This design comes from an exercise in tuning for small area on the open sky130 flow, not from production work. RTL that was checked went through simulation tests only; none was proved equivalent to the original. Function not checked in run 1: the RTL went through the layout flow alone. The clock port is modelled as an ideal driver; clocking choices that lean on that would not hold on a real chip. Power is estimated from default activity; no workload was simulated.

**design/flow/standard.sh**
```bash
#!/bin/bash
# synth_recipe.tcl (not shown) runs the flow's synth.tcl, then flattens the netlist and writes it again
# the make line also repeats each setting of config.mk as NAME=value (left out here)
make -C /OpenROAD-flow-scripts/flow DESIGN_CONFIG=/design/flow/config.mk WORK_HOME=/design/flow/orfs CLKGATE_MAP_FILE= SYNTH_SCRIPT=/design/flow/synth_recipe.tcl "${@:-finish}"
```
**design/flow/flow/abc.script**
```
&get -n
&st
&dch -f
&nf -a -R 1000
&put
```
**design/flow/constraint.sdc**
```tcl
create_clock -name core_clock -period 10.0 [get_ports {clk}]
set_input_delay 2.0000 -clock core_clock [delete_from_list [all_inputs] [get_ports {clk}]]
set_output_delay 2.0000 -clock core_clock [all_outputs]
set_load 0.01 [all_outputs]
```
**design/flow/config.mk**
```make
export PLATFORM = sky130hd
export DESIGN_NAME = top_FFE
export DESIGN_NICKNAME = top_FFE
export VERILOG_FILES = /design/flow/design.v
export SDC_FILE = /design/flow/constraint.sdc
export NUM_CORES = 4
export LEC_CHECK = 0
export CAP_MARGIN = 20
export CORE_MARGIN = 2
export CORE_UTILIZATION = 60
export PLACE_DENSITY = 0.8
export SLEW_MARGIN = 20
```
**design/flow/design.v**
```verilog
module top_FFE(
	input  wire               clk,
	input  wire               rst,
	input  wire               load,
	input  wire signed [11:0] DATA_IN,
	output wire               valid_out,
	output reg  signed [11:0] DATA_OUT
);
	reg t1, t2;
	always @(posedge clk or negedge rst) begin
		if (!rst) begin
			t1 <= 1'b0;
			t2 <= 1'b0;
		end else begin
			t1 <= load;
			t2 <= t1;
		end
	end
	reg  a, b, c;
	wire open_s = ~c & (~b | a);           
	wire accept = open_s & t2;
	always @(posedge clk or negedge rst) begin
		if (!rst) begin
			a <= 1'b0;
			b <= 1'b0;
			c <= 1'b0;
		end else begin
			a <= b;
			b <= c;
			c <= (c & ~(a & b)) | accept;
		end
	end
	assign valid_out = a & ~b;
	wire s1 = ~b & c;
	wire s2 = ~a & b & c;
	wire s3 = a & b & c;
	wire s4 = a & b & ~c;
	reg  [1:0] cnt;
	always @(posedge clk or negedge rst) begin
		if (!rst) begin
			cnt <= 2'b00;
		end else if (s4) begin
			cnt[1] <= cnt[1] | cnt[0];
			cnt[0] <= ~cnt[1];
		end
	end
	wire m1 = cnt[1] | cnt[0];    
	wire m2 = cnt[1];             
	wire m3 = cnt[1] & ~cnt[0];   
	reg [11:0] x0, x1;
	reg [8:0]  x2h;
	reg        c2, z2;
	reg [7:0]  x3h;
	reg        z3;
	wire       k2 = x1[2] & x1[0];
	wire       k3 = (x1[3] & x1[1]) | ((x1[3] | x1[1]) & k2);
	wire       c1 = (x1[4] & x1[2]) | ((x1[4] | x1[2]) & k3);
	always @(posedge clk) begin
		if (accept) begin
			x0  <= DATA_IN;
			x1  <= x0;
			x2h <= x1[11:3];
			c2  <= c1;
			z2  <= ~|x1[3:0];
		end
		x3h <= x2h[8:1];
		z3  <= z2;
	end
	wire [11:0] tA = {x0[11], x0[11:1]};
	wire [11:0] tB = ~{{2{x1[11]}}, x1[11:2]};
	wire        cB = ~|x1[1:0];
	wire [11:0] tC = {{3{x2h[8]}}, x2h};
	wire [11:0] tD = {{5{x2h[8]}}, x2h[8:2]};
	wire [11:0] tE = ~{{4{x3h[7]}}, x3h};
	wire        eA = s1 & 1'b1;
	wire        eC = s2 & m2;
	wire        eB = s3 & m1;
	wire        eD = s4 & m2;
	wire [11:0] op1 = s1 ? (tE & {12{m3}}) : DATA_OUT;
	wire [11:0] op2 = ({12{eA}} & tA) | ({12{eC}} & tC) | ({12{eB}} & tB) | ({12{eD}} & tD);
	wire        cin = (eC & c2) | (eB & cB) | (s1 & m3 & z3);
	wire [12:0] cy;
	wire [11:0] sum;
	assign cy[0] = cin;
	genvar i;
	generate
		for (i = 0; i < 12; i = i + 1) begin : g_add
			assign sum[i]  = op1[i] ^ op2[i] ^ cy[i];
			assign cy[i+1] = (op1[i] & op2[i]) | (op1[i] & cy[i]) | (op2[i] & cy[i]);
		end
	endgenerate
	always @(posedge clk) DATA_OUT <= sum;
endmodule
```
**design/flow/flow/run.sh**
```bash
#!/bin/bash
# Standard layout (standard.sh), with these changes:
# - synthesis runs Yosys's synth without its quick ABC pass (SYNTH_ARGS
#   -noabc), so full adders are extracted from the plain gates,
# - ABC maps the logic with an area-oriented script (a copy of ORFS's
#   scripts folder with only abc_speed.script replaced by flow/abc.script),
# - port buffers use the smallest buffer cell,
# - clock tree synthesis inserts no dummy loads and uses clkbuf_4.
set -e
rm -rf scripts_abc
cp -r "$FLOW_HOME/scripts" scripts_abc
cp flow/abc.script scripts_abc/abc_speed.script
export BUFFER_PORTS_ARGS="-buffer_cell sky130_fd_sc_hd__buf_1"
export CTS_ARGS="-sink_clustering_enable -repair_clock_nets -dont_use_dummy_load -buf_list sky130_fd_sc_hd__clkbuf_4 -sink_clustering_size 30 -sink_clustering_max_diameter 100"
bash standard.sh SCRIPTS_DIR="$PWD/scripts_abc" SYNTH_ARGS=-noabc finish > standard.log 2>&1
```
==> summary.md, run 1 <==
| Metric | Value |
|---|---|
| Most repeated cell in the gate-level netlist after synthesis | `sky130_fd_sc_hd__edfxtp_1` |
| Net Count, Synth | `171` |
| Die Y | `65.7 um` |
| Avg Cell Area, Syn | `15.7 sq um` |
| Row count | `22` |
| Share of the clock period used by the worst path | `0.639` |
| Number of failing setup endpoints in the final timing report | `0` |
| Wire length of the first global-routing pass | `6280 um` |
| Congestion Overflow GR | `0` |
| Register-to-Register Setup Slack | `3610 ps` |
| Share of power burned in the clock network | `0.136` |
| Required time of the critical path | `10270 ps` |
| Max Freq | `0.156 GHz` |
| Largest delay share family, worst path | `adder cells` |
| Switching power | `309 uW` |
| Number of buffers added to fix hold violations after cts | `0` |
| Vias per Instance | `5.90` |
| Antenna violations before repair | `0` |
| Total global-route track usage | `0.210` |
| Origin of the critical flop-to-flop path | `b` |
| Sequential area share after synthesis | `0.722` |
| Via count of the first global-routing pass | `1332` |
| Placer's final routability congestion estimate | `0.829` |
| Worst path most repeated cell | `sky130_fd_sc_hd__fa_1` |
| Total of flip-flops plus latches after synthesis | `63` |
| Worst hold stages | `0` |
| Kind of end point of the critical path | `flop` |
| Areal power density over the cells | `334 nW/um^2` |
| Most instantiated flip-flop cell in the synthesis netlist | `sky130_fd_sc_hd__edfxtp_1` |
| Post-Synthesis Cells | `145` |
| Post-synthesis to final-layout area growth | `10.7%` |
| Clock edge transition at the registers on the reported setup and hold paths | `80 ps` |
| PostCTS Resize Cnt | `0` |
| Combinational fraction of design power | `0.363` |
| Overall die area | `4310 sq um` |
| Routed wire length | `3720 um` |
| Number of max-cap violations | `0` |
| Depth of the most critical reg-to-reg path | `18` |
| Clock net sink count | `63` |
| Portion of synthesized cell area occupied by the leading cell type | `0.461` |
| Largest net degree at the start of global routing | `29` |
| Delay of the slowest cell on the worst path | `470 ps` |
| Count of buffering cells on the critical path with inverters included | `0` |
| Accumulated negative setup slack | `0 ps` |
| DR vias | `1356` |
| Min Hold Slack | `360 ps` |
| Power share of the sequential group | `0.502` |
| Critical-path cell list | `nand2_1, nor2_1, and2_0, a222oi_1, o21ai_0, fa_1, fa_1, fa_1, fa_1, fa_1, fa_1, fa_1, fa_1, fa_1, fa_1, fa_1, xor2_1, xnor2_1` |
| Post-layout minimum cycle time | `6390 ps` |
| Leading cell types by count after synthesis | `35 x sky130_fd_sc_hd__edfxtp_1, 21 x sky130_fd_sc_hd__dfxtp_1, 19 x sky130_fd_sc_hd__o21ai_0` |
| Die boundary width | `65.7 um` |
| Mapped cell area | `2280 sq um` |
| Endpoint of the worst hold-timing path | `t2` |
| Run status | `complete, no violations` |
| Setup repair after global routing missed its margin | `false` |
| Post-detailed-route wirelength per cell | `16.2 um` |
| CTS tree | `built` |
| Kind of start point of the critical path | `flop` |
| Final-report max-slew violation count | `0` |
| Internal power summed over all cells | `536 uW` |
| Number of buffers added for setup after CTS | `0` |
| Crit Reg-Reg Endpoint | `DATA_OUT[11]` |
| Worst-case clock buffer depth | `2` |
| Iter 0 DRT Violations | `125` |
| Effective utilization at floorplan | `0.623` |
| Proportion of layout cells with a drive suffix above 1 | `0.0659` |
| Hold Path Origin | `t1` |
| Critical Setup Path Class | `flop to flop` |
| Top cells by area in the synthesized netlist | `sky130_fd_sc_hd__edfxtp_1 46%, sky130_fd_sc_hd__dfxtp_1 18%, sky130_fd_sc_hd__fa_1 9.7%, sky130_fd_sc_hd__dfrtp_1 7.7%, sky130_fd_sc_hd__o21ai_0 4.2%` |
| Placeable core area | `3660 sq um` |
| Highest-delay cell along the critical path | `sky130_fd_sc_hd__fa_1` |
| Total leakage power | `0.000927 uW` |
| Cell taking the most area after synthesis | `sky130_fd_sc_hd__edfxtp_1` |
| Synth cell types | `21` |
| Class of the most critical hold timing path | `flop to flop` |
| Number of failing hold endpoints at the final stage | `0` |
| Number of enable flip-flop cells after synthesis | `35` |
| Antenna Cells | `0` |
| Final antenna-violating net count | `0` |
| Warning count from the yosys run | `1` |
| Post-synthesis async set-or-reset flop share | `0.111` |
| Relative slew margins | `0.411` |
| Half-perimeter wire length after placement | `2680 um` |
| Largest fanout on the critical path | `10` |
| Max rail drop VDD | `0.000180 V` |
| Number of search-and-repair iterations in the first detailed-routing pass | `7` |
| Arrival time at the worst endpoint | `6660 ps` |
| H-tree depth | `3` |
| Switching fraction of total power | `0.366` |
| Port buffer count | `27` |
| Clock tree skew after final layout | `24.0 ps` |
| Top-level port count | `28` |
| Worst-Skew Late Latency | `390 ps` |
| Worst Max-Slew Pin Slew | `883 ps` |
| Clk root buf | `sky130_fd_sc_hd__clkbuf_4` |
| Remaining routing DRC violations | `0` |
| Nets | `210` |
| CTS buffer count | `9` |
flip-flops by register name (all words and copies together), names as in the netlist, 2 cells and up:
register	flops
x3h	8
x1	12
DATA_OUT	12
x0	12
cnt	2
x2h	9
cell usage in the layout, fill, tap and decap left out:
cell	count
sky130_fd_sc_hd__clkbuf_4	9
sky130_fd_sc_hd__o211ai_1	3
sky130_fd_sc_hd__fa_1	11
sky130_fd_sc_hd__nor3_2	1
sky130_fd_sc_hd__buf_1	27
sky130_fd_sc_hd__and2_0	1
sky130_fd_sc_hd__edfxtp_1	35
sky130_fd_sc_hd__o2111ai_1	1
sky130_fd_sc_hd__a21oi_1	3
sky130_fd_sc_hd__nor2b_1	2
sky130_fd_sc_hd__a32o_1	1
sky130_fd_sc_hd__o21ai_0	19
sky130_fd_sc_hd__dfrtp_1	7
sky130_fd_sc_hd__nor2_1	4
sky130_fd_sc_hd__clkinv_1	2
sky130_fd_sc_hd__buf_4	1
sky130_fd_sc_hd__xnor2_1	1
sky130_fd_sc_hd__nand2_1	14
sky130_fd_sc_hd__dfxtp_1	21
sky130_fd_sc_hd__a222oi_1	8
sky130_fd_sc_hd__nor4_1	1
sky130_fd_sc_hd__a21o_1	6
sky130_fd_sc_hd__or3_1	1
sky130_fd_sc_hd__nor3_1	1
sky130_fd_sc_hd__nor2_2	1
sky130_fd_sc_hd__xor2_1	1
logic make-up after synthesis:
group                    after synthesis  synth area share
flip-flops                            63             0.722
AO/OA/AOI/OAI                         41             0.121
AND/OR/NAND/NOR                       26            0.0494
adder cells (fa/ha/maj)               11            0.0965
XOR/XNOR                               2           0.00768
buffers and inverters                  2           0.00329
layout make-up:
class / count / area, sq um
Tap cell: 48 / 60.1
Inverter: 2 / 7.51
Clock buffer: 9 / 67.6
Sequential cell: 63 / 1650
Timing Repair Buffer: 28 / 109
Multi-Input combinational cell: 80 / 634
Fill cell: 255 / 1140
stage by stage:
stage | power [uW] | setup WS, ps | instances | util | instance area (sq um)
after floorplan | 635 | 4040 | 145 | - | 2280
after global placement | 708 | 3800 | 221 | 0.670 | 2450
after detailed placement | 738 | 3600 | 221 | 0.670 | 2450
after CTS | 852 | 3610 | 230 | 0.688 | 2520
after global routing | 921 | 3370 | 230 | 0.690 | 2520
final | 844 | 3610 | 230 | 0.690 | 2520
per-layer routing:
| metal | wire length, um | vias up | global-route usage | share of wire |
|---|---|---|---|---|
| met4 | 93 | 0 | 0.0990 | 0.025 |
| met1 | 1460 | 666 | 0.255 | 0.39 |
| met5 | 0 | - | 0 | 0 |
| met2 | 1940 | 54 | 0.324 | 0.52 |
| met3 | 218 | 8 | 0.0908 | 0.059 |
| li1 | - | 628 | - | - |
how the worst max path moves through the flow:
stage,depth (start not counted),slack [ps],startpoint,to
after global routing,18,3370,b,DATA_OUT[11]
after floorplan,18,4040,b,DATA_OUT[11]
after global placement,17,3800,cnt[1],DATA_OUT[11]
after detailed placement,18,3600,b,DATA_OUT[11]
after CTS,18,3610,b,DATA_OUT[11]
final,18,3610,b,DATA_OUT[11]
power by group through the flow:
stage	clock network (uW)	registers [uW]	logic [uW]
2_1_floorplan	0	429	206
3_3_place_gp	0	422	286
3_5_place_dp	0	428	310
4_1_cts	118	423	311
5_1_grt	129	433	360
6_report	115	424	306
worst reg2reg max path: stages, from the launching register on:
cell	delay [ps]
sky130_fd_sc_hd__dfrtp_1	450
sky130_fd_sc_hd__nand2_1	140
sky130_fd_sc_hd__nor2_1	80
sky130_fd_sc_hd__and2_0	350
sky130_fd_sc_hd__a222oi_1	390
sky130_fd_sc_hd__o21ai_0	180
sky130_fd_sc_hd__fa_1	470
sky130_fd_sc_hd__fa_1	400
sky130_fd_sc_hd__fa_1	400
sky130_fd_sc_hd__fa_1	400
sky130_fd_sc_hd__fa_1	390
sky130_fd_sc_hd__fa_1	390
sky130_fd_sc_hd__fa_1	380
sky130_fd_sc_hd__fa_1	390
sky130_fd_sc_hd__fa_1	390
sky130_fd_sc_hd__fa_1	380
sky130_fd_sc_hd__fa_1	390
sky130_fd_sc_hd__xor2_1	180
sky130_fd_sc_hd__xnor2_1	130
==> run 2: changes to the inputs <==
--- a/design/flow/design.v
+++ b/design/flow/design.v
@@ -73,12 +73,12 @@
 	wire [11:0] tD = {{5{x2h[8]}}, x2h[8:2]};
 	wire [11:0] tE = ~{{4{x3h[7]}}, x3h};
 	wire        eA = s1 & 1'b1;
-	wire        eC = s2 & m2;
-	wire        eB = s3 & m1;
-	wire        eD = s4 & m2;
+	wire        eB = s2 & m1;
+	wire        eD = s3 & m2;
+	wire        eC = s4 & m2;
 	wire [11:0] op1 = s1 ? (tE & {12{m3}}) : DATA_OUT;
-	wire [11:0] op2 = ({12{eA}} & tA) | ({12{eC}} & tC) | ({12{eB}} & tB) | ({12{eD}} & tD);
-	wire        cin = (eC & c2) | (eB & cB) | (s1 & m3 & z3);
+	wire [11:0] op2 = ({12{eA}} & tA) | ({12{eB}} & tB) | ({12{eD}} & tD) | ({12{eC}} & tC);
+	wire        cin = (eB & cB) | (eC & c2) | (s1 & m3 & z3);
 	wire [12:0] cy;
 	wire [11:0] sum;
 	assign cy[0] = cin;
==> summary.md, run 2 <==
| Metric | Value |
|---|---|
| Fin worst setup slack | `3580 ps (was 3610 ps)` |
| Worst Max-Slew Pin Slew | `795 ps (was 883 ps)` |
| Top cells by area in the synthesized netlist | `sky130_fd_sc_hd__edfxtp_1 46%, sky130_fd_sc_hd__dfxtp_1 18%, sky130_fd_sc_hd__fa_1 9.7%, sky130_fd_sc_hd__dfrtp_1 7.7%, sky130_fd_sc_hd__o21ai_0 3.9% (was sky130_fd_sc_hd__edfxtp_1 46%, sky130_fd_sc_hd__dfxtp_1 18%, sky130_fd_sc_hd__fa_1 9.7%, sky130_fd_sc_hd__dfrtp_1 7.7%, sky130_fd_sc_hd__o21ai_0 4.2%)` |
| Warning count from the yosys run | `1 (unchanged)` |
| Post-detailed-route wirelength per cell | `16.0 um (was 16.2 um)` |
| Number of buffers added to fix hold violations after cts | `0 (unchanged)` |
| Worst slack after detailed placement | `3690 ps (was 3600 ps)` |
| Most repeated cell in the gate-level netlist after synthesis | `sky130_fd_sc_hd__edfxtp_1 (unchanged)` |
| Proportion of layout cells with a drive suffix above 1 | `0.0604 (was 0.0659)` |
| Highest-delay cell along the critical path | `sky130_fd_sc_hd__dfrtp_1 (was sky130_fd_sc_hd__fa_1)` |
| Most frequent standard cell in the layout excluding fill and tap cells | `sky130_fd_sc_hd__edfxtp_1 (unchanged)` |
| Effective utilization at floorplan | `0.623 (unchanged)` |
| Die boundary width | `65.7 um (unchanged)` |
| Synth cell types | `22 (was 21)` |
| Routed wire length | `3690 um (was 3720 um)` |
| Final cell utilization of the core | `0.689 (was 0.690)` |
| Post-layout minimum cycle time | `6420 ps (was 6390 ps)` |
| Setup repair after global routing missed its margin | `false (unchanged)` |
| Number of enable flip-flop cells after synthesis | `35 (unchanged)` |
| Clock net sink count | `63 (unchanged)` |
| Antenna Cells | `0 (unchanged)` |
| Top-level port count | `28 (unchanged)` |
| Post-Synthesis Cells | `145 (unchanged)` |
| Largest net degree at the start of global routing | `37 (was 29)` |
| Row count | `22 (unchanged)` |
| Max Freq | `0.156 GHz (about the same)` |
| Number of search-and-repair iterations in the first detailed-routing pass | `5 (was 7)` |
| Run status | `complete, no violations (unchanged)` |
| Post-layout total power | `841 uW (was 844 uW)` |
| Total leakage power | `0.000936 uW (was 0.000927 uW)` |
| Port buffer count | `27 (unchanged)` |
| Accumulated negative setup slack | `0 ps (unchanged)` |
| Total of flip-flops plus latches after synthesis | `63 (unchanged)` |
| Share of the clock period used by the worst path | `0.642 (was 0.639)` |
| Final-report max-slew violation count | `0 (unchanged)` |
| Cell taking the most area after synthesis | `sky130_fd_sc_hd__edfxtp_1 (unchanged)` |
| Worst-case clock buffer depth | `2 (unchanged)` |
| Antenna violations before repair | `0 (unchanged)` |
| CTS buffer count | `9 (unchanged)` |
| PostCTS Resize Cnt | `0 (unchanged)` |
| Areal power density over the cells | `333 nW/um^2 (was 334 nW/um^2)` |
| Class of the most critical hold timing path | `flop to flop (unchanged)` |
| Kind of start point of the critical path | `flop (unchanged)` |
| Critical Setup Path Class | `flop to flop (unchanged)` |
| Vias per Instance | `5.83 (was 5.90)` |
| Largest fanout on the critical path | `11 (was 10)` |
| Placeable core area | `3660 sq um (unchanged)` |
| Critical-path cell list | `nand2_1, nor2_1, and2_0, a222oi_1, o21ai_0, fa_1, fa_1, fa_1, fa_1, fa_1, fa_1, fa_1, fa_1, fa_1, fa_1, fa_1, xor2_1, xnor2_1 (unchanged)` |
| Worst path most repeated cell | `sky130_fd_sc_hd__fa_1 (unchanged)` |
| Most used cells in the layout excluding fill and tap cells | `35 x sky130_fd_sc_hd__edfxtp_1, 27 x sky130_fd_sc_hd__buf_1, 21 x sky130_fd_sc_hd__dfxtp_1 (unchanged)` |
| Placer's final routability congestion estimate | `0.797 (was 0.829)` |
| Die Y | `65.7 um (unchanged)` |
| DR vias | `1341 (was 1356)` |
| Number of buffers added for setup after CTS | `0 (unchanged)` |
| Portion of synthesized cell area occupied by the leading cell type | `0.461 (unchanged)` |
| Overall die area | `4310 sq um (unchanged)` |
| Iter 0 DRT Violations | `124 (was 125)` |
| Avg Cell Area, Syn | `15.7 sq um (unchanged)` |
| Max rail drop VDD | `0.000174 V (was 0.000180 V)` |
| Required time of the critical path | `10250 ps (was 10270 ps)` |
| Delay of the slowest cell on the worst path | `440 ps (was 470 ps)` |
| Final antenna-violating net count | `0 (unchanged)` |
| Relative slew margins | `0.468 (was 0.411)` |
| Post-synthesis async set-or-reset flop share | `0.111 (unchanged)` |
| Leading cell types by count after synthesis | `35 x sky130_fd_sc_hd__edfxtp_1, 21 x sky130_fd_sc_hd__dfxtp_1, 18 x sky130_fd_sc_hd__o21ai_0 (was 35 x sky130_fd_sc_hd__edfxtp_1, 21 x sky130_fd_sc_hd__dfxtp_1, 19 x sky130_fd_sc_hd__o21ai_0)` |
| CTS tree | `built (unchanged)` |
| Worst-Skew Late Latency | `380 ps (was 390 ps)` |
| Post-synthesis to final-layout area growth | `10.6% (was 10.7%)` |
| Via count of the first global-routing pass | `1321 (was 1332)` |
| Sequential area share after synthesis | `0.722 (unchanged)` |
| Arrival time at the worst endpoint | `6670 ps (was 6660 ps)` |
| Mapped cell area | `2280 sq um (unchanged)` |
| Most instantiated flip-flop cell in the synthesis netlist | `sky130_fd_sc_hd__edfxtp_1 (unchanged)` |
| Net Count, Synth | `171 (unchanged)` |
| Half-perimeter wire length after placement | `2610 um (was 2680 um)` |
| Remaining routing DRC violations | `0 (unchanged)` |
| Number of max-cap violations | `0 (unchanged)` |
| Nets | `210 (unchanged)` |
| H-tree depth | `3 (unchanged)` |
| Number of failing hold endpoints at the final stage | `0 (unchanged)` |
| Clk root buf | `sky130_fd_sc_hd__clkbuf_4 (unchanged)` |
| Congestion Overflow GR | `0 (unchanged)` |
| Wire length of the first global-routing pass | `6020 um (was 6280 um)` |
| Kind of end point of the critical path | `flop (unchanged)` |
| Leading registers by flop count | `DATA_OUT: 12 flops, x0: 12 flops, x1: 12 flops (unchanged)` |
| Total global-route track usage | `0.198 (was 0.210)` |
| Number of failing setup endpoints in the final timing report | `0 (unchanged)` |
| Min Hold Slack | `346 ps (was 360 ps)` |
| Clock tree skew after final layout | `24.6 ps (was 24.0 ps)` |
| Clock edge transition at the registers on the reported setup and hold paths | `90 ps (was 80 ps)` |
[run 2: critical path: cells and delay by family (launching register included)]
family          cells  cell delay (ps)
fa+ha+maj          11             4360
xor+xnor            2              310
simple gates        3              600
flops               1              440
compound gates      2              580
[run 2: final cells by class]
cell class / instances / area [sq um]
Sequential cell: 63 / 1650
Clock buffer: 9 / 67.6
Multi-Input combinational cell: 81 / 636
Tap cell: 48 / 60.1
Fill cell: 262 / 1140
Timing Repair Buffer: 28 / 109
Inverter: 1 / 3.75
[run 2: logic make-up (layout without fill, tap and decap cells)]
kind of cell / Yosys count / in the layout / synth area share
AO/OA/AOI/OAI: 40 / 40 / 0.116
XOR/XNOR: 2 / 2 / 0.00768
adder cells (fa/ha/maj): 11 / 11 / 0.0965
buffers and inverters: 1 / 38 / 0.00164
flip-flops: 63 / 63 / 0.722
AND/OR/NAND/NOR: 28 / 28 / 0.0560
[run 2: metrics by stage]
step / std cells / instance area (sq um)
2_1_floorplan: 145 / 2280
3_5_place_dp: 221 / 2450
3_3_place_gp: 221 / 2450
6_report: 230 / 2520
5_1_grt: 230 / 2520
4_1_cts: 230 / 2520
[run 2: power by group]
part | total [uW] | internal [uW] | switching [uW]
clock | 112 | 41.8 | 70.3
sequential | 423 | 375 | 48.5
combinational | 305 | 119 | 186
total | 841 | 536 | 305
[run 2: worst paths after layout]
check / start / end / slack, ps / cells past startpoint
min in group asynchronous: rst / cnt[0] / 1490 / 1
worst max register to register: b / DATA_OUT[11] / 3580 / 18
max in group asynchronous: rst / a / 8250 / 1
worst min register to register: z2 / z3 / 350 / 0
worst min-delay path: z2 / z3 / 350 / 0
worst max-delay path: b / DATA_OUT[11] / 3580 / 18
[run 2: routing by layer]
metal / up-vias / track usage / wire (um)
li1: 622 / - / -
met1: 669 / 0.271 / 1570
met2: 43 / 0.282 / 1870
met3: 7 / 0.0582 / 184
met4: 0 / 0.117 / 66
met5: - / 0 / 0
==> run 3: changes to the inputs <==
==> design/flow/flow/run.sh (replaced) <==
#!/bin/bash
# Standard layout (standard.sh), with these changes:
# - synthesis runs Yosys's synth without its quick ABC pass (SYNTH_ARGS
#   -noabc), so full adders are extracted from the plain gates,
# - ABC maps the logic with an area-oriented script (a copy of ORFS's
#   scripts folder with only abc_speed.script replaced by flow/abc.script),
# - port buffers use the smallest buffer cell,
# - the clock tree is built by flow/clktree.tcl before the CTS step: the
#   clock port drives one root buffer, which drives two leaf buffers, each
#   driving half of the flip-flops; CTS then has nothing left to build.
set -e
rm -rf scripts_abc
cp -r "$FLOW_HOME/scripts" scripts_abc
cp flow/abc.script scripts_abc/abc_speed.script
export BUFFER_PORTS_ARGS="-buffer_cell sky130_fd_sc_hd__buf_1"
export PRE_CTS_TCL="$PWD/flow/clktree.tcl"
export CLKTREE_N=2
export CLKTREE_LEAF=sky130_fd_sc_hd__clkbuf_16
export CLKTREE_ROOT=sky130_fd_sc_hd__clkbuf_2
export CTS_ARGS="-dont_use_dummy_load -clk_nets clk"
bash standard.sh SCRIPTS_DIR="$PWD/scripts_abc" SYNTH_ARGS=-noabc finish > standard.log 2>&1
==> design/flow/flow/clktree.tcl (new file) <==
# PRE_CTS hook: a small clock tree built by hand.
# The clock port drives one root clock buffer; the root drives CLKTREE_N
# leaf clock buffers, each driving the flip-flops of one region of the
# core (the sinks split at the median x, and for 4 leaves each half again
# at the median y). With a single sink left on the clock port's net, the
# CTS step that follows (CTS_ARGS -clk_nets clk) leaves the tree as it is.
proc clktree_centre { insts } {
  set sx 0; set sy 0
  foreach e $insts { incr sx [lindex $e 1]; incr sy [lindex $e 2] }
  set n [llength $insts]
  return [list [expr {$sx / $n}] [expr {$sy / $n}]]
}

proc clktree_split { group index } {
  set s [lsort -integer -index $index $group]
  set h [expr {[llength $s] / 2}]
  return [list [lrange $s 0 [expr {$h - 1}]] [lrange $s $h end]]
}

proc clktree_build { ngroups leaf_master root_master } {
  set block [ord::get_db_block]
  set db [ord::get_db]
  set clknet [$block findNet clk]
  set sinks {}
  foreach iterm [$clknet getITerms] {
    set bb [[$iterm getInst] getBBox]
    lappend sinks [list $iterm [expr {([$bb xMin] + [$bb xMax]) / 2}] \
                     [expr {([$bb yMin] + [$bb yMax]) / 2}]]
  }
  set groups [list $sinks]
  if { $ngroups >= 2 } { set groups [clktree_split $sinks 1] }
  if { $ngroups >= 4 } {
    set g4 {}
    foreach g $groups { lappend g4 {*}[clktree_split $g 2] }
    set groups $g4
  }

  set root [odb::dbInst_create $block [$db findMaster $root_master] clkbuf_root]
  set rootnet [odb::dbNet_create $block clk_root]
  $rootnet setSigType CLOCK
  [$root findITerm A] connect $clknet
  [$root findITerm X] connect $rootnet
  set leaves {}
  set k 0
  foreach g $groups {
    set leaf [odb::dbInst_create $block [$db findMaster $leaf_master] "clkbuf_leaf_$k"]
    set net [odb::dbNet_create $block "clk_leaf_$k"]
    $net setSigType CLOCK
    foreach e $g {
      set it [lindex $e 0]
      $it disconnect
      $it connect $net
    }
    [$leaf findITerm A] connect $rootnet
    [$leaf findITerm X] connect $net
    set c [clktree_centre $g]
    $leaf setLocation [lindex $c 0] [lindex $c 1]
    $leaf setPlacementStatus PLACED
    lappend leaves [list $leaf {*}$c]
    puts "clktree: leaf $k ($leaf_master) drives [llength $g] sinks"
    incr k
  }
  set c [clktree_centre $leaves]
  $root setLocation [lindex $c 0] [lindex $c 1]
  $root setPlacementStatus PLACED
  detailed_placement
  set_propagated_clock [all_clocks]
}

clktree_build $::env(CLKTREE_N) $::env(CLKTREE_LEAF) $::env(CLKTREE_ROOT)
--- a/design/flow/config.mk
+++ b/design/flow/config.mk
@@ -7,6 +7,6 @@
 export LEC_CHECK = 0
 export CAP_MARGIN = 20
 export CORE_MARGIN = 2
-export CORE_UTILIZATION = 60
-export PLACE_DENSITY = 0.8
+export CORE_UTILIZATION = 75
+export PLACE_DENSITY = 0.9
 export SLEW_MARGIN = 20
==> summary.md, run 3 <==
| Metric | Value |
|---|---|
| Run status | `complete, no violations (unchanged)` |
| Leading registers by flop count | `DATA_OUT: 12 flops, x0: 12 flops, x1: 12 flops (unchanged)` |
| Vias per Instance | `6.32 (was 5.83)` |
| Die boundary width | `59.1 um (was 65.7 um)` |
| Antenna violations before repair | `0 (unchanged)` |
| Clock tree skew after final layout | `7.06 ps (was 24.6 ps)` |
| Kind of start point of the critical path | `flop (unchanged)` |
| Portion of synthesized cell area occupied by the leading cell type | `0.461 (unchanged)` |
| Largest fanout on the critical path | `11 (unchanged)` |
| Kind of end point of the critical path | `flop (unchanged)` |
| Total global-route track usage | `0.220 (was 0.198)` |
| Cell taking the most area after synthesis | `sky130_fd_sc_hd__edfxtp_1 (unchanged)` |
| Share of power burned in the clock network | `0.122 (was 0.133)` |
| Combinational fraction of design power | `0.376 (was 0.363)` |
| Final antenna-violating net count | `0 (unchanged)` |
| Final-report max-slew violation count | `0 (unchanged)` |
| Class of the most critical hold timing path | `flop to flop (unchanged)` |
| Relative slew margins | `0.429 (was 0.468)` |
| Synth cell types | `22 (unchanged)` |
| Sequential area share after synthesis | `0.722 (unchanged)` |
| Remaining routing DRC violations | `0 (unchanged)` |
| Number of search-and-repair iterations in the first detailed-routing pass | `5 (unchanged)` |
| Arrival time at the worst endpoint | `6710 ps (was 6670 ps)` |
| Post-synthesis async set-or-reset flop share | `0.111 (unchanged)` |
| PostCTS Resize Cnt | `0 (unchanged)` |
| DR vias | `1321 (was 1341)` |
| Required time of the critical path | `10260 ps (was 10250 ps)` |
| Area post-placement | `2440 sq um (was 2450 sq um)` |
| Accumulated negative setup slack | `0 ps (unchanged)` |
| Warning count from the yosys run | `1 (unchanged)` |
| Most instantiated flip-flop cell in the synthesis netlist | `sky130_fd_sc_hd__edfxtp_1 (unchanged)` |
| Proportion of layout cells with a drive suffix above 1 | `0.0284 (was 0.0604)` |
| Power share of the sequential group | `0.502 (was 0.504)` |
| Number of enable flip-flop cells after synthesis | `35 (unchanged)` |
| Share of the clock period used by the worst path | `0.645 (was 0.642)` |
| Max rail drop VDD | `0.000187 V (was 0.000174 V)` |
| Max Freq | `0.155 GHz (was 0.156 GHz)` |
| Placeable core area | `2980 sq um (was 3660 sq um)` |
| Number of failing setup endpoints in the final timing report | `0 (unchanged)` |
| Switching power | `307 uW (was 305 uW)` |
| Routed wire length | `3730 um (was 3690 um)` |
| Overall die area | `3500 sq um (was 4310 sq um)` |
| Critical Setup Path Class | `flop to flop (unchanged)` |
| Final cell count without fillers | `209 (was 230)` |
| Nets | `204 (was 210)` |
| Post-Synthesis Cells | `145 (unchanged)` |
| Number of buffers added to fix hold violations after cts | `0 (unchanged)` |
| Worst Max-Slew Pin Slew | `853 ps (was 795 ps)` |
| Congestion Overflow GR | `0 (unchanged)` |
| Port buffer count | `27 (unchanged)` |
| Wire length of the first global-routing pass | `5750 um (was 6020 um)` |
| Placed Cells | `206 (was 221)` |
| Number of failing hold endpoints at the final stage | `0 (unchanged)` |
| Top-level port count | `28 (unchanged)` |
| Row count | `20 (was 22)` |
| Avg Cell Area, Syn | `15.7 sq um (unchanged)` |
| Placer's final routability congestion estimate | `0.795 (was 0.797)` |
| Post-detailed-route wirelength per cell | `17.9 um (was 16.0 um)` |
| Mapped cell area | `2280 sq um (unchanged)` |
| Internal power summed over all cells | `537 uW (was 536 uW)` |
| Areal power density over the cells | `339 nW/um^2 (was 333 nW/um^2)` |
| Worst-Skew Late Latency | `360 ps (was 380 ps)` |
| Top cells by area in the synthesized netlist | `sky130_fd_sc_hd__edfxtp_1 46%, sky130_fd_sc_hd__dfxtp_1 18%, sky130_fd_sc_hd__fa_1 9.7%, sky130_fd_sc_hd__dfrtp_1 7.7%, sky130_fd_sc_hd__o21ai_0 3.9% (unchanged)` |
| Leading cell types by count after synthesis | `35 x sky130_fd_sc_hd__edfxtp_1, 21 x sky130_fd_sc_hd__dfxtp_1, 18 x sky130_fd_sc_hd__o21ai_0 (unchanged)` |
| Via count of the first global-routing pass | `1265 (was 1321)` |
| Post-route standard cell area excluding fillers | `2490 sq um (was 2520 sq um)` |
| Most used cells in the layout excluding fill and tap cells | `35 x sky130_fd_sc_hd__edfxtp_1, 27 x sky130_fd_sc_hd__buf_1, 21 x sky130_fd_sc_hd__dfxtp_1 (unchanged)` |
| Die Y | `59.1 um (was 65.7 um)` |
| Most repeated cell in the gate-level netlist after synthesis | `sky130_fd_sc_hd__edfxtp_1 (unchanged)` |
| Iter 0 DRT Violations | `142 (was 124)` |
| Setup repair after global routing missed its margin | `false (unchanged)` |
| Most frequent standard cell in the layout excluding fill and tap cells | `sky130_fd_sc_hd__edfxtp_1 (unchanged)` |
| Number of buffers added for setup after CTS | `0 (unchanged)` |
| Total leakage power | `0.000923 uW (was 0.000936 uW)` |
| Net Count, Synth | `171 (unchanged)` |
| Largest net degree at the start of global routing | `37 (unchanged)` |
| Antenna Cells | `0 (unchanged)` |
| Total of flip-flops plus latches after synthesis | `63 (unchanged)` |
| Post-synthesis to final-layout area growth | `9.22% (was 10.6%)` |
| Switching fraction of total power | `0.364 (was 0.363)` |
| Number of max-cap violations | `0 (unchanged)` |
| Post-layout total power | `844 uW (was 841 uW)` |
| Post-layout minimum cycle time | `6450 ps (was 6420 ps)` |
| Clock edge transition at the registers on the reported setup and hold paths | `110 ps (was 90 ps)` |
| Effective utilization at floorplan | `0.766 (was 0.623)` |
| Half-perimeter wire length after placement | `2710 um (was 2610 um)` |
[run 3: kinds of logic after synthesis]
logic type / after synthesis / share of synthesized area
buffers and inverters: 1 / 0.00164
AND/OR/NAND/NOR: 28 / 0.0560
flip-flops: 63 / 0.722
XOR/XNOR: 2 / 0.00768
AO/OA/AOI/OAI: 40 / 0.116
adder cells (fa/ha/maj): 11 / 0.0965
[run 3: power groups by stage]
stage          registers, uW  logic [uW]  clock network (uW)
5_1_grt                  432         355                 112
3_5_place_dp             429         311                   0
4_1_cts                  423         316                 105
3_3_place_gp             421         284                   0
6_report                 424         317                 103
2_1_floorplan            429         208                   0
[run 3: area by class of cell]
cell class / instances / area (sq um)
Tap cell: 33 / 41.3
Timing Repair Buffer: 28 / 109
Fill cell: 150 / 487
Multi-Input combinational cell: 81 / 636
Inverter: 1 / 3.75
Sequential cell: 63 / 1650
Buffer: 3 / 55.1
[run 3: worst paths after layout]
path | start | to | slack, ps | cells after the start
min in group asynchronous | rst | a | 1510 | 1
setup / recovery | b | DATA_OUT[11] | 3550 | 18
max in group asynchronous | rst | cnt[0] | 8220 | 1
hold / removal | z2 | z3 | 360 | 0
setup reg to reg | b | DATA_OUT[11] | 3550 | 18
hold reg to reg | z2 | z3 | 360 | 0
[run 3: worst max-delay path, stage by stage, from the launching register on]
cell and delay, ps:
sky130_fd_sc_hd__dfrtp_1 450, sky130_fd_sc_hd__nand2_1 150, sky130_fd_sc_hd__nor2_1 80, sky130_fd_sc_hd__and2_0 380, sky130_fd_sc_hd__a222oi_1 370, sky130_fd_sc_hd__o21ai_0 190
sky130_fd_sc_hd__fa_1 460, sky130_fd_sc_hd__fa_1 400, sky130_fd_sc_hd__fa_1 390, sky130_fd_sc_hd__fa_1 390, sky130_fd_sc_hd__fa_1 390, sky130_fd_sc_hd__fa_1 400
sky130_fd_sc_hd__fa_1 400, sky130_fd_sc_hd__fa_1 420, sky130_fd_sc_hd__fa_1 400, sky130_fd_sc_hd__fa_1 390, sky130_fd_sc_hd__fa_1 380, sky130_fd_sc_hd__xor2_1 180
sky130_fd_sc_hd__xnor2_1 130
[run 3: metrics by stage]
step	utilization	hold WS [ps]	worst slack, ps
after global placement	0.818	331	3910
after global routing	0.837	376	3330
after CTS	0.837	361	3580
after floorplan	-	323	4090
final	0.837	357	3550
after detailed placement	0.818	335	3590
[run 3: layer usage]
metal,share of wire,vias up,GRT usage
met1,0.41,661,0.308
met2,0.53,48,0.397
met5,0,-,0
li1,-,610,-
met4,0.0043,0,0.0292
met3,0.060,2,0.0153
==> run 4: changes to the inputs <==
--- a/design/flow/config.mk
+++ b/design/flow/config.mk
@@ -7,6 +7,6 @@
 export LEC_CHECK = 0
 export CAP_MARGIN = 20
 export CORE_MARGIN = 2
-export CORE_UTILIZATION = 75
-export PLACE_DENSITY = 0.9
+export CORE_UTILIZATION = 60
+export PLACE_DENSITY = 0.8
 export SLEW_MARGIN = 20
==> summary.md, run 4 <==
| Metric | Value |
|---|---|
| Leading registers by flop count | `DATA_OUT: 12 flops, x0: 12 flops, x1: 12 flops (unchanged)` |
| Die boundary width | `65.7 um (was 59.1 um)` |
| Max Freq | `0.156 GHz (was 0.155 GHz)` |
| Total leakage power | `0.000923 uW (unchanged)` |
| Worst-Skew Late Latency | `370 ps (was 360 ps)` |
| Synth cell types | `22 (unchanged)` |
| Largest net degree at the start of global routing | `37 (unchanged)` |
| Max rail drop VDD | `0.000191 V (was 0.000187 V)` |
| Relative slew margins | `0.471 (was 0.429)` |
| Half-perimeter wire length after placement | `2610 um (was 2710 um)` |
| Setup repair after global routing missed its margin | `false (unchanged)` |
| Areal power density over the cells | `333 nW/um^2 (was 339 nW/um^2)` |
| Run status | `complete, no violations (unchanged)` |
| Post-synthesis to final-layout area growth | `10.0% (was 9.22%)` |
| Number of buffers added to fix hold violations after cts | `0 (unchanged)` |
| Top-level port count | `28 (unchanged)` |
| Antenna Cells | `0 (unchanged)` |
| Placer's final routability congestion estimate | `0.797 (was 0.795)` |
| Mapped cell area | `2280 sq um (unchanged)` |
| Routed wire length | `3640 um (was 3730 um)` |
| Number of failing setup endpoints in the final timing report | `0 (unchanged)` |
| Net Count, Synth | `171 (unchanged)` |
| Largest fanout on the critical path | `11 (unchanged)` |
| Clock tree skew after final layout | `11.8 ps (was 7.06 ps)` |
| Cell taking the most area after synthesis | `sky130_fd_sc_hd__edfxtp_1 (unchanged)` |
| Vias per Instance | `5.79 (was 6.32)` |
| Kind of start point of the critical path | `flop (unchanged)` |
| Via count of the first global-routing pass | `1274 (was 1265)` |
| Warning count from the yosys run | `1 (unchanged)` |
| Worst Max-Slew Pin Slew | `792 ps (was 853 ps)` |
| Crit Reg-Reg Endpoint | `DATA_OUT[11] (unchanged)` |
| Arrival time at the worst endpoint | `6680 ps (was 6710 ps)` |
| Most frequent standard cell in the layout excluding fill and tap cells | `sky130_fd_sc_hd__edfxtp_1 (unchanged)` |
| Accumulated negative setup slack | `0 ps (unchanged)` |
| Leading cell types by count after synthesis | `35 x sky130_fd_sc_hd__edfxtp_1, 21 x sky130_fd_sc_hd__dfxtp_1, 18 x sky130_fd_sc_hd__o21ai_0 (unchanged)` |
| PostCTS Resize Cnt | `0 (unchanged)` |
| Post-detailed-route wirelength per cell | `16.2 um (was 17.9 um)` |
| Final cell utilization of the core | `0.686 (was 0.837)` |
| Avg Cell Area, Syn | `15.7 sq um (unchanged)` |
| Port buffer count | `27 (unchanged)` |
| Number of max-cap violations | `0 (unchanged)` |
| Worst slack after detailed placement | `3690 ps (was 3590 ps)` |
| Total global-route track usage | `0.178 (was 0.220)` |
| Top cells by area in the synthesized netlist | `sky130_fd_sc_hd__edfxtp_1 46%, sky130_fd_sc_hd__dfxtp_1 18%, sky130_fd_sc_hd__fa_1 9.7%, sky130_fd_sc_hd__dfrtp_1 7.7%, sky130_fd_sc_hd__o21ai_0 3.9% (unchanged)` |
| Most instantiated flip-flop cell in the synthesis netlist | `sky130_fd_sc_hd__edfxtp_1 (unchanged)` |
| Antenna violations before repair | `0 (unchanged)` |
| Launch point of the worst path | `b (unchanged)` |
| Post-layout minimum cycle time | `6410 ps (was 6450 ps)` |
| Die Y | `65.7 um (was 59.1 um)` |
| Congestion Overflow GR | `0 (unchanged)` |
| Required time of the critical path | `10260 ps (about the same)` |
| Register-to-Register Setup Slack | `3590 ps (was 3550 ps)` |
| Number of buffers added for setup after CTS | `0 (unchanged)` |
| Wire length of the first global-routing pass | `5950 um (was 5750 um)` |
| Share of the clock period used by the worst path | `0.641 (was 0.645)` |
| DR vias | `1296 (was 1321)` |
| Sequential area share after synthesis | `0.722 (unchanged)` |
| Total of flip-flops plus latches after synthesis | `63 (unchanged)` |
| Overall die area | `4310 sq um (was 3500 sq um)` |
| Depth of the most critical reg-to-reg path | `18 (unchanged)` |
| Number of search-and-repair iterations in the first detailed-routing pass | `7 (was 5)` |
| Final-report max-slew violation count | `0 (unchanged)` |
| Row count | `22 (was 20)` |
| Nets | `204 (unchanged)` |
| Remaining routing DRC violations | `0 (unchanged)` |
| Number of failing hold endpoints at the final stage | `0 (unchanged)` |
| Clock edge transition at the registers on the reported setup and hold paths | `110 ps (about the same)` |
| Portion of synthesized cell area occupied by the leading cell type | `0.461 (unchanged)` |
| Iter 0 DRT Violations | `151 (was 142)` |
| Critical Setup Path Class | `flop to flop (unchanged)` |
| Most repeated cell in the gate-level netlist after synthesis | `sky130_fd_sc_hd__edfxtp_1 (unchanged)` |
| Post-Synthesis Cells | `145 (unchanged)` |
| Most used cells in the layout excluding fill and tap cells | `35 x sky130_fd_sc_hd__edfxtp_1, 27 x sky130_fd_sc_hd__buf_1, 21 x sky130_fd_sc_hd__dfxtp_1 (unchanged)` |
| Number of enable flip-flop cells after synthesis | `35 (unchanged)` |
| Kind of end point of the critical path | `flop (unchanged)` |
| Placeable core area | `3660 sq um (was 2980 sq um)` |
| End point of the critical path | `DATA_OUT[11] (unchanged)` |
| Proportion of layout cells with a drive suffix above 1 | `0.0284 (unchanged)` |
| Final antenna-violating net count | `0 (unchanged)` |
| Effective utilization at floorplan | `0.623 (was 0.766)` |
| Origin of the critical flop-to-flop path | `b (unchanged)` |
| Fin worst setup slack | `3590 ps (was 3550 ps)` |
| Class of the most critical hold timing path | `flop to flop (unchanged)` |
| Post-synthesis async set-or-reset flop share | `0.111 (unchanged)` |
-- run 4: cell counts in the layout (fill, tap and decap cells not counted) --
No cell type changed its count.
-- run 4: power by group --
group	leakage, uW	internal (uW)	switching (uW)
sequential	0.000582	375	48.4
clock	0.0000288	39.1	65.7
combinational	0.000312	120	188
-- run 4: cells by family (layout without fill, tap and decap cells) --
| kind of cell | after synthesis | in the layout | synth area share |
|---|---|---|---|
| xor+xnor | 2 | 2 | 0.00768 |
| simple gates | 28 | 28 | 0.0560 |
| buf+inv | 1 | 32 | 0.00164 |
| fa+ha+maj | 11 | 11 | 0.0965 |
| flops | 63 | 63 | 0.722 |
| compound gates | 40 | 40 | 0.116 |
-- run 4: worst min-delay path by stage --
stage	from	to	slack [ps]	depth (start not counted)
5_1_grt	z2	z3	380	0
4_1_cts	z2	z3	360	0
3_5_place_dp	z2	z3	330	0
6_report	z2	z3	350	0
3_3_place_gp	z2	z3	330	0
2_1_floorplan	z2	z3	320	0
-- run 4: worst max-delay path, stage by stage (launching register included) --
cell and delay [ps]:
sky130_fd_sc_hd__dfrtp_1 440, sky130_fd_sc_hd__nand2_1 150, sky130_fd_sc_hd__nor2_1 90, sky130_fd_sc_hd__and2_0 380, sky130_fd_sc_hd__a222oi_1 390, sky130_fd_sc_hd__o21ai_0 190
sky130_fd_sc_hd__fa_1 440, sky130_fd_sc_hd__fa_1 380, sky130_fd_sc_hd__fa_1 400, sky130_fd_sc_hd__fa_1 400, sky130_fd_sc_hd__fa_1 380, sky130_fd_sc_hd__fa_1 390
sky130_fd_sc_hd__fa_1 390, sky130_fd_sc_hd__fa_1 410, sky130_fd_sc_hd__fa_1 390, sky130_fd_sc_hd__fa_1 390, sky130_fd_sc_hd__fa_1 380, sky130_fd_sc_hd__xor2_1 180
sky130_fd_sc_hd__xnor2_1 130
-- run 4: per-stage QoR --
step                std cells  area [sq um]  hold WS (ps)  total power, uW
floorplan                 145          2280           323              637
global placement          221          2450           330              709
detailed placement        221          2450           330              738
CTS                       224          2510           356              842
global route              224          2510           376              904
finish                    224          2510           354              836
-- run 4: routing by layer --
layer / global-route usage / vias up / share of wire
li1: - / 608 / -
met1: 0.263 / 633 / 0.41
met2: 0.293 / 49 / 0.53
met3: 0.0223 / 6 / 0.057
met4: 0.0286 / 0 / 0.0099
met5: 0 / - / 0
-- run 4: cell type report --
class,instances,area (sq um)
flip-flops and latches,63,1650
fillers,259,1150
multi-input cells,81,636
repair buffers,28,109
well taps,48,60.1
plain buffers,3,55.1
inverters,1,3.75
==> run 5: changes to the inputs <==
--- a/design/flow/flow/run.sh
+++ b/design/flow/flow/run.sh
@@ -14,8 +14,8 @@
 cp flow/abc.script scripts_abc/abc_speed.script
 export BUFFER_PORTS_ARGS="-buffer_cell sky130_fd_sc_hd__buf_1"
 export PRE_CTS_TCL="$PWD/flow/clktree.tcl"
-export CLKTREE_N=2
-export CLKTREE_LEAF=sky130_fd_sc_hd__clkbuf_16
-export CLKTREE_ROOT=sky130_fd_sc_hd__clkbuf_2
+export CLKTREE_N=3
+export CLKTREE_LEAF=sky130_fd_sc_hd__clkbuf_8
+export CLKTREE_ROOT=sky130_fd_sc_hd__clkbuf_1
 export CTS_ARGS="-dont_use_dummy_load -clk_nets clk"
 bash standard.sh SCRIPTS_DIR="$PWD/scripts_abc" SYNTH_ARGS=-noabc finish > standard.log 2>&1
--- a/design/flow/flow/clktree.tcl
+++ b/design/flow/flow/clktree.tcl
@@ -1,8 +1,8 @@
 # PRE_CTS hook: a small clock tree built by hand.
 # The clock port drives one root clock buffer; the root drives CLKTREE_N
 # leaf clock buffers, each driving the flip-flops of one region of the
-# core (the sinks split at the median x, and for 4 leaves each half again
-# at the median y). With a single sink left on the clock port's net, the
+# core (the sinks split into CLKTREE_N strips of equal count along x, or
+# for 4 leaves into 2 x 2 regions). With a single sink left on the clock port's net, the
 # CTS step that follows (CTS_ARGS -clk_nets clk) leaves the tree as it is.
 proc clktree_centre { insts } {
   set sx 0; set sy 0
@@ -27,12 +27,17 @@
     lappend sinks [list $iterm [expr {([$bb xMin] + [$bb xMax]) / 2}] \
                      [expr {([$bb yMin] + [$bb yMax]) / 2}]]
   }
-  set groups [list $sinks]
-  if { $ngroups >= 2 } { set groups [clktree_split $sinks 1] }
-  if { $ngroups >= 4 } {
-    set g4 {}
-    foreach g $groups { lappend g4 {*}[clktree_split $g 2] }
-    set groups $g4
+  # split into ngroups strips along x; 4 groups are 2 x 2 (x, then y)
+  if { $ngroups == 4 } {
+    set groups {}
+    foreach g [clktree_split $sinks 1] { lappend groups {*}[clktree_split $g 2] }
+  } else {
+    set s [lsort -integer -index 1 $sinks]
+    set n [llength $s]
+    set groups {}
+    for {set k 0} {$k < $ngroups} {incr k} {
+      lappend groups [lrange $s [expr {$k * $n / $ngroups}] [expr {($k + 1) * $n / $ngroups - 1}]]
+    }
   }
 
   set root [odb::dbInst_create $block [$db findMaster $root_master] clkbuf_root]
--- a/design/flow/config.mk
+++ b/design/flow/config.mk
@@ -7,6 +7,6 @@
 export LEC_CHECK = 0
 export CAP_MARGIN = 20
 export CORE_MARGIN = 2
-export CORE_UTILIZATION = 60
-export PLACE_DENSITY = 0.8
+export CORE_UTILIZATION = 75
+export PLACE_DENSITY = 0.9
 export SLEW_MARGIN = 20
==> summary.md, run 5 <==
| Metric | Value |
|---|---|
| Run status | `complete, no violations (unchanged)` |
| Sequential area share after synthesis | `0.722 (unchanged)` |
| Largest fanout on the critical path | `11 (unchanged)` |
| Number of failing hold endpoints at the final stage | `0 (unchanged)` |
| DR vias | `1300 (was 1296)` |
| Effective utilization at floorplan | `0.766 (was 0.623)` |
| Overall die area | `3500 sq um (was 4310 sq um)` |
| Final cell utilization of the core | `0.833 (was 0.686)` |
| Xor and xnor area share after synthesis | `0.00768 (unchanged)` |
| Clock tree skew after final layout | `13.1 ps (was 11.8 ps)` |
| Internal power summed over all cells | `525 uW (was 534 uW)` |
| Post-synthesis async set-or-reset flop share | `0.111 (unchanged)` |
| Routed wire length | `3690 um (was 3640 um)` |
| Share of power burned in the clock network | `0.112 (was 0.125)` |
| Congestion Overflow GR | `0 (unchanged)` |
| Critical Setup Path Class | `flop to flop (unchanged)` |
| Most frequent standard cell in the layout excluding fill and tap cells | `sky130_fd_sc_hd__edfxtp_1 (unchanged)` |
| Number of failing setup endpoints in the final timing report | `0 (unchanged)` |
| Number of search-and-repair iterations in the first detailed-routing pass | `4 (was 7)` |
| Required time of the critical path | `10390 ps (was 10260 ps)` |
| Placeable core area | `2980 sq um (was 3660 sq um)` |
| Number of buffers added for setup after CTS | `0 (unchanged)` |
| Relative slew margins | `0.435 (was 0.471)` |
| Nets | `205 (was 204)` |
| Share of cell area taken by muxes after synthesis | `0 (unchanged)` |
| Via count of the first global-routing pass | `1280 (was 1274)` |
| Post-Synthesis Cells | `145 (unchanged)` |
| Max rail drop VDD | `0.000223 V (was 0.000191 V)` |
| Avg Cell Area, Syn | `15.7 sq um (unchanged)` |
| Count of buffering cells on the critical path with inverters included | `0 (unchanged)` |
| Worst Max-Slew Pin Slew | `844 ps (was 792 ps)` |
| Total leakage power | `0.000917 uW (was 0.000923 uW)` |
| Warning count from the yosys run | `1 (unchanged)` |
| Mapped cell area | `2280 sq um (unchanged)` |
| Max Freq | `0.155 GHz (was 0.156 GHz)` |
| Compound-Gate Fraction of Synth Area | `0.116 (unchanged)` |
| Setup repair after global routing missed its margin | `false (unchanged)` |
| Half-perimeter wire length after placement | `2710 um (was 2610 um)` |
| Most used cells in the layout excluding fill and tap cells | `35 x sky130_fd_sc_hd__edfxtp_1, 27 x sky130_fd_sc_hd__buf_1, 21 x sky130_fd_sc_hd__dfxtp_1 (unchanged)` |
| Wire length of the first global-routing pass | `5750 um (was 5950 um)` |
| Arrival time at the worst endpoint | `6830 ps (was 6680 ps)` |
| Leading registers by flop count | `DATA_OUT: 12 flops, x0: 12 flops, x1: 12 flops (unchanged)` |
| Switching power | `303 uW (was 302 uW)` |
| Remaining routing DRC violations | `0 (unchanged)` |
| Synth cell types | `22 (unchanged)` |
| Post-detailed-route wirelength per cell | `17.6 um (was 16.2 um)` |
| Post-synthesis to final-layout area growth | `8.78% (was 10.0%)` |
| Worst slack after detailed placement | `3590 ps (was 3690 ps)` |
| Cell taking the most area after synthesis | `sky130_fd_sc_hd__edfxtp_1 (unchanged)` |
| Dominant combinational cell family by area after synthesis | `compound AO/OA/AOI/OAI gates (unchanged)` |
| Antenna Cells | `0 (unchanged)` |
| Final cell count without fillers | `210 (was 224)` |
| Post-layout total power | `828 uW (was 836 uW)` |
| Die boundary width | `59.1 um (was 65.7 um)` |
| Row count | `20 (was 22)` |
| Worst path most repeated cell | `sky130_fd_sc_hd__fa_1 (unchanged)` |
| Power share of the sequential group | `0.511 (was 0.506)` |
| PostCTS Resize Cnt | `0 (unchanged)` |
| Proportion of layout cells with a drive suffix above 1 | `0.0282 (was 0.0284)` |
| Kind of end point of the critical path | `flop (unchanged)` |
| Top-level port count | `28 (unchanged)` |
| Combinational fraction of design power | `0.378 (was 0.369)` |
| Final antenna-violating net count | `0 (unchanged)` |
| Fin worst setup slack | `3560 ps (was 3590 ps)` |
| Synthesized-area fraction occupied by adder cells | `0.0965 (unchanged)` |
| Top cells by area in the synthesized netlist | `sky130_fd_sc_hd__edfxtp_1 46%, sky130_fd_sc_hd__dfxtp_1 18%, sky130_fd_sc_hd__fa_1 9.7%, sky130_fd_sc_hd__dfrtp_1 7.7%, sky130_fd_sc_hd__o21ai_0 3.9% (unchanged)` |
| Number of buffers added to fix hold violations after cts | `0 (unchanged)` |
| Synth Area in Simple Gates | `0.0560 (unchanged)` |
| Class of the most critical hold timing path | `flop to flop (unchanged)` |
| Net Count, Synth | `171 (unchanged)` |
| Number of max-cap violations | `0 (unchanged)` |
| Iter 0 DRT Violations | `130 (was 151)` |
| Post-layout minimum cycle time | `6440 ps (was 6410 ps)` |
| Largest delay share family, worst path | `adder cells (unchanged)` |
| Areal power density over the cells | `334 nW/um^2 (was 333 nW/um^2)` |
| Largest net degree at the start of global routing | `37 (unchanged)` |
| Leading cell types by count after synthesis | `35 x sky130_fd_sc_hd__edfxtp_1, 21 x sky130_fd_sc_hd__dfxtp_1, 18 x sky130_fd_sc_hd__o21ai_0 (unchanged)` |
| Final-report max-slew violation count | `0 (unchanged)` |
| Total of flip-flops plus latches after synthesis | `63 (unchanged)` |
| Placer's final routability congestion estimate | `0.795 (was 0.797)` |
| Critical-path cell list | `nand2_1, nor2_1, and2_0, a222oi_1, o21ai_0, fa_1, fa_1, fa_1, fa_1, fa_1, fa_1, fa_1, fa_1, fa_1, fa_1, fa_1, xor2_1, xnor2_1 (unchanged)` |
| Kind of start point of the critical path | `flop (unchanged)` |
| Highest-delay cell along the critical path | `sky130_fd_sc_hd__fa_1 (was sky130_fd_sc_hd__dfrtp_1)` |
| Share of the clock period used by the worst path | `0.644 (was 0.641)` |
| Switching fraction of total power | `0.366 (was 0.362)` |
| Die Y | `59.1 um (was 65.7 um)` |
| Number of enable flip-flop cells after synthesis | `35 (unchanged)` |
| Total global-route track usage | `0.220 (was 0.178)` |
| Clock edge transition at the registers on the reported setup and hold paths | `120 ps (was 110 ps)` |
| Most repeated cell in the gate-level netlist after synthesis | `sky130_fd_sc_hd__edfxtp_1 (unchanged)` |
| Antenna violations before repair | `0 (unchanged)` |
| Delay of the slowest cell on the worst path | `460 ps (was 440 ps)` |
| Port buffer count | `27 (unchanged)` |
| Most instantiated flip-flop cell in the synthesis netlist | `sky130_fd_sc_hd__edfxtp_1 (unchanged)` |
| Vias per Instance | `6.19 (was 5.79)` |
| Worst-Skew Late Latency | `490 ps (was 370 ps)` |
| Accumulated negative setup slack | `0 ps (unchanged)` |
| Portion of synthesized cell area occupied by the leading cell type | `0.461 (unchanged)` |
| Placed Cells | `206 (was 221)` |
| Filler cell count | `151 (was 259)` |
==> run 5: cell count changes in the layout (fill, tap and decap cells not counted), sizes merged <==
| cell | change |
|---|---|
| clkbuf | +1 |
==> run 5: final timing paths <==
kind | startpoint | end | slack, ps | cells after the start
worst max-delay path | b | DATA_OUT[11] | 3560 | 18
worst min-delay path | z2 | z3 | 360 | 0
worst max register to register | b | DATA_OUT[11] | 3560 | 18
worst min register to register | z2 | z3 | 360 | 0
max in group asynchronous | rst | cnt[0] | 8360 | 1
min in group asynchronous | rst | a | 1380 | 1
==> run 5: per-stage QoR <==
stage	area, sq um	hold WS, ps
2_1_floorplan	2280	323
3_3_place_gp	2440	331
3_5_place_dp	2440	335
4_1_cts	2480	363
5_1_grt	2480	377
6_report	2480	360
==> run 5: cells by family after synthesis <==
group,after synthesis
compound gates,40
xor+xnor,2
fa+ha+maj,11
buf+inv,1
flops,63
simple gates,28
==> run 5: final cells by class <==
type                    instances  area [sq um]  area share
flip-flops and latches         63          1650       0.664
multi-input cells              81           636       0.256
repair buffers                 28           109      0.0439
plain buffers                   4          45.0      0.0182
well taps                      33          41.3      0.0166
inverters                       1          3.75     0.00151
==> run 5: routing by layer <==
layer | part of all wire | track usage | vias to the layer above
li1 | - | - | 611
met1 | 0.41 | 0.310 | 632
met2 | 0.51 | 0.383 | 51
met3 | 0.063 | 0.0218 | 6
met4 | 0.011 | 0.0422 | 0
met5 | 0 | 0 | -
==> run 5: power groups by stage <==
stage | clock (uW) | combinational, uW | sequential, uW
floorplan | 0 | 208 | 429
global placement | 0 | 284 | 421
detailed placement | 0 | 311 | 429
CTS | 94.4 | 312 | 423
global route | 103 | 352 | 431
finish | 92.4 | 313 | 423
==> run 6: changes to the inputs <==
--- a/design/flow/flow/run.sh
+++ b/design/flow/flow/run.sh
@@ -16,6 +16,6 @@
 export PRE_CTS_TCL="$PWD/flow/clktree.tcl"
 export CLKTREE_N=3
 export CLKTREE_LEAF=sky130_fd_sc_hd__clkbuf_8
-export CLKTREE_ROOT=sky130_fd_sc_hd__clkbuf_1
+export CLKTREE_ROOT=sky130_fd_sc_hd__clkbuf_2
 export CTS_ARGS="-dont_use_dummy_load -clk_nets clk"
 bash standard.sh SCRIPTS_DIR="$PWD/scripts_abc" SYNTH_ARGS=-noabc finish > standard.log 2>&1
==> summary.md, run 6 <==
| Metric | Value |
|---|---|
| Run status | `complete, no violations (unchanged)` |
| Antenna violations before repair | `0 (unchanged)` |
| Min Hold Slack | `360 ps (about the same)` |
| Number of search-and-repair iterations in the first detailed-routing pass | `4 (unchanged)` |
| Synthesized-area fraction occupied by adder cells | `0.0965 (unchanged)` |
| Kind of start point of the critical path | `flop (unchanged)` |
| Share of the clock period used by the worst path | `0.645 (was 0.644)` |
| Port buffer count | `27 (unchanged)` |
| Wire length of the first global-routing pass | `5750 um (unchanged)` |
| Compound-Gate Fraction of Synth Area | `0.116 (unchanged)` |
| Most used cells in the layout excluding fill and tap cells | `35 x sky130_fd_sc_hd__edfxtp_1, 27 x sky130_fd_sc_hd__buf_1, 21 x sky130_fd_sc_hd__dfxtp_1 (unchanged)` |
| Dominant combinational cell family by area after synthesis | `compound AO/OA/AOI/OAI gates (unchanged)` |
| Mapped cell area | `2280 sq um (unchanged)` |
| Post-layout total power | `830 uW (was 828 uW)` |
| Final-report max-slew violation count | `0 (unchanged)` |
| Max Freq | `0.155 GHz (about the same)` |
| Synth Area in Simple Gates | `0.0560 (unchanged)` |
| Area post-placement | `2440 sq um (unchanged)` |
| Warning count from the yosys run | `1 (unchanged)` |
| DR vias | `1312 (was 1300)` |
| Cell taking the most area after synthesis | `sky130_fd_sc_hd__edfxtp_1 (unchanged)` |
| Proportion of layout cells with a drive suffix above 1 | `0.0339 (was 0.0282)` |
| Leading registers by flop count | `DATA_OUT: 12 flops, x0: 12 flops, x1: 12 flops (unchanged)` |
| Congestion Overflow GR | `0 (unchanged)` |
| Post-layout minimum cycle time | `6450 ps (was 6440 ps)` |
| Portion of synthesized cell area occupied by the leading cell type | `0.461 (unchanged)` |
| Routed wire length | `3680 um (was 3690 um)` |
| GR Util met3 | `0.0218 (unchanged)` |
| Most instantiated flip-flop cell in the synthesis netlist | `sky130_fd_sc_hd__edfxtp_1 (unchanged)` |
| Sequential area share after synthesis | `0.722 (unchanged)` |
| Synth cell types | `22 (unchanged)` |
| Number of buffers added to fix hold violations after cts | `0 (unchanged)` |
| Die boundary width | `59.1 um (unchanged)` |
| Number of buffers added for setup after CTS | `0 (unchanged)` |
| Xor and xnor area share after synthesis | `0.00768 (unchanged)` |
| Overall die area | `3500 sq um (unchanged)` |
| Effective utilization at floorplan | `0.766 (unchanged)` |
| Worst-Skew Late Latency | `370 ps (was 490 ps)` |
| Largest net degree at the start of global routing | `37 (unchanged)` |
| Number of failing hold endpoints at the final stage | `0 (unchanged)` |
| Areal power density over the cells | `334 nW/um^2 (about the same)` |
| Met1 Use GR | `0.310 (unchanged)` |
| Max rail drop VDD | `0.000225 V (was 0.000223 V)` |
| Worst Max-Slew Pin Slew | `829 ps (was 844 ps)` |
| PostCTS Resize Cnt | `0 (unchanged)` |
| Placeable core area | `2980 sq um (unchanged)` |
| Relative slew margins | `0.445 (was 0.435)` |
| Share of cell area taken by muxes after synthesis | `0 (unchanged)` |
| Net Count, Synth | `171 (unchanged)` |
| Nets | `205 (unchanged)` |
| Remaining routing DRC violations | `0 (unchanged)` |
| Placer's final routability congestion estimate | `0.795 (unchanged)` |
| Via count of the first global-routing pass | `1280 (unchanged)` |
| Total of flip-flops plus latches after synthesis | `63 (unchanged)` |
| Number of enable flip-flop cells after synthesis | `35 (unchanged)` |
| Final antenna-violating net count | `0 (unchanged)` |
| Post-Synthesis Cells | `145 (unchanged)` |
| Arrival time at the worst endpoint | `6720 ps (was 6830 ps)` |
| Accumulated negative setup slack | `0 ps (unchanged)` |
| Post-route standard cell area excluding fillers | `2480 sq um (about the same)` |
| Met2 GRT Util | `0.383 (unchanged)` |
| Most repeated cell in the gate-level netlist after synthesis | `sky130_fd_sc_hd__edfxtp_1 (unchanged)` |
| Busiest layer in global routing | `met2 (unchanged)` |
| Top-level port count | `28 (unchanged)` |
| Avg Cell Area, Syn | `15.7 sq um (unchanged)` |
| Clock edge transition at the registers on the reported setup and hold paths | `120 ps (about the same)` |
| Die Y | `59.1 um (unchanged)` |
| Kind of end point of the critical path | `flop (unchanged)` |
| Row count | `20 (unchanged)` |
| Total global-route track usage | `0.220 (unchanged)` |
| Number of max-cap violations | `0 (unchanged)` |
| Setup repair after global routing missed its margin | `false (unchanged)` |
| Clock tree skew after final layout | `12.5 ps (was 13.1 ps)` |
| Total leakage power | `0.000920 uW (was 0.000917 uW)` |
| Number of failing setup endpoints in the final timing report | `0 (unchanged)` |
| Post-synthesis to final-layout area growth | `8.83% (was 8.78%)` |
| Required time of the critical path | `10270 ps (was 10390 ps)` |
| Largest fanout on the critical path | `11 (unchanged)` |
| Half-perimeter wire length after placement | `2710 um (unchanged)` |
| Critical Setup Path Class | `flop to flop (unchanged)` |
| Post-detailed-route wirelength per cell | `17.5 um (was 17.6 um)` |
| Iter 0 DRT Violations | `115 (was 130)` |
| Antenna Cells | `0 (unchanged)` |
| Top cells by area in the synthesized netlist | `sky130_fd_sc_hd__edfxtp_1 46%, sky130_fd_sc_hd__dfxtp_1 18%, sky130_fd_sc_hd__fa_1 9.7%, sky130_fd_sc_hd__dfrtp_1 7.7%, sky130_fd_sc_hd__o21ai_0 3.9% (unchanged)` |
| Post-synthesis async set-or-reset flop share | `0.111 (unchanged)` |
| Vias per Instance | `6.25 (was 6.19)` |
| Most frequent standard cell in the layout excluding fill and tap cells | `sky130_fd_sc_hd__edfxtp_1 (unchanged)` |
| Leading cell types by count after synthesis | `35 x sky130_fd_sc_hd__edfxtp_1, 21 x sky130_fd_sc_hd__dfxtp_1, 18 x sky130_fd_sc_hd__o21ai_0 (unchanged)` |
| Class of the most critical hold timing path | `flop to flop (unchanged)` |
run 6: layout make-up:
cell class | count | area [sq um]
sequential | 63 | 1650
timing repair buffer | 28 | 109
fill | 152 | 495
tap | 33 | 41.3
multi-input combinational | 81 | 636
inverter | 1 | 3.75
buffer | 4 | 46.3
run 6: cells by family after synthesis:
group / count (synthesis)
AOI/OAI and AO/OA: 40
xor gates and xnor gates: 2
adders and majority gates: 11
buffers and inverters: 1
and+or+nand+nor: 28
DFF: 63
run 6: critical path, cell delays in order, from the launching register on:
cell and delay [ps]:
sky130_fd_sc_hd__dfrtp_1 450, sky130_fd_sc_hd__nand2_1 150, sky130_fd_sc_hd__nor2_1 80, sky130_fd_sc_hd__and2_0 370, sky130_fd_sc_hd__a222oi_1 370, sky130_fd_sc_hd__o21ai_0 190, sky130_fd_sc_hd__fa_1 460, sky130_fd_sc_hd__fa_1 390
sky130_fd_sc_hd__fa_1 390, sky130_fd_sc_hd__fa_1 390, sky130_fd_sc_hd__fa_1 380, sky130_fd_sc_hd__fa_1 400, sky130_fd_sc_hd__fa_1 410, sky130_fd_sc_hd__fa_1 420, sky130_fd_sc_hd__fa_1 410, sky130_fd_sc_hd__fa_1 390
sky130_fd_sc_hd__fa_1 380, sky130_fd_sc_hd__xor2_1 180, sky130_fd_sc_hd__xnor2_1 130
run 6: metrics by stage:
stage          setup slack [ps]  instances  utilization
2_1_floorplan              4090        145            -
3_3_place_gp               3910        206        0.818
3_5_place_dp               3590        206        0.818
4_1_cts                    3580        210        0.834
5_1_grt                    3310        210        0.834
6_report                   3550        210        0.834
run 6: path summary, 6_finish.rpt:
path                       slack, ps           end  depth (start not counted)  startpoint
hold reg to reg                  360            z3                          0          z2
hold / removal                   360            z3                          0          z2
min in group asynchronous       1500             a                          1         rst
max in group asynchronous       8240        cnt[0]                          1         rst
setup / recovery                3550  DATA_OUT[11]                         18           b
setup reg to reg                3550  DATA_OUT[11]                         18           b
run 6: routing by layer:
| metal | up-vias | share of wire |
|---|---|---|
| met2 | 46 | 0.51 |
| met4 | 0 | 0.013 |
| met5 | - | 0 |
| met1 | 649 | 0.42 |
| li1 | 611 | - |
| met3 | 6 | 0.060 |
run 6: power by group:
part	internal (uW)	switching, uW
sequential	375	48.2
combinational	122	190
clock	30.1	64.2

Check on run 6: ideal ports give 3.554 ns setup slack; a clkbuf_16 on the clock port and buf_2 on the inputs give 3.554 ns; moving port delays by the midpoint clock arrival (0.387 ns) as well gives 3.554 ns.
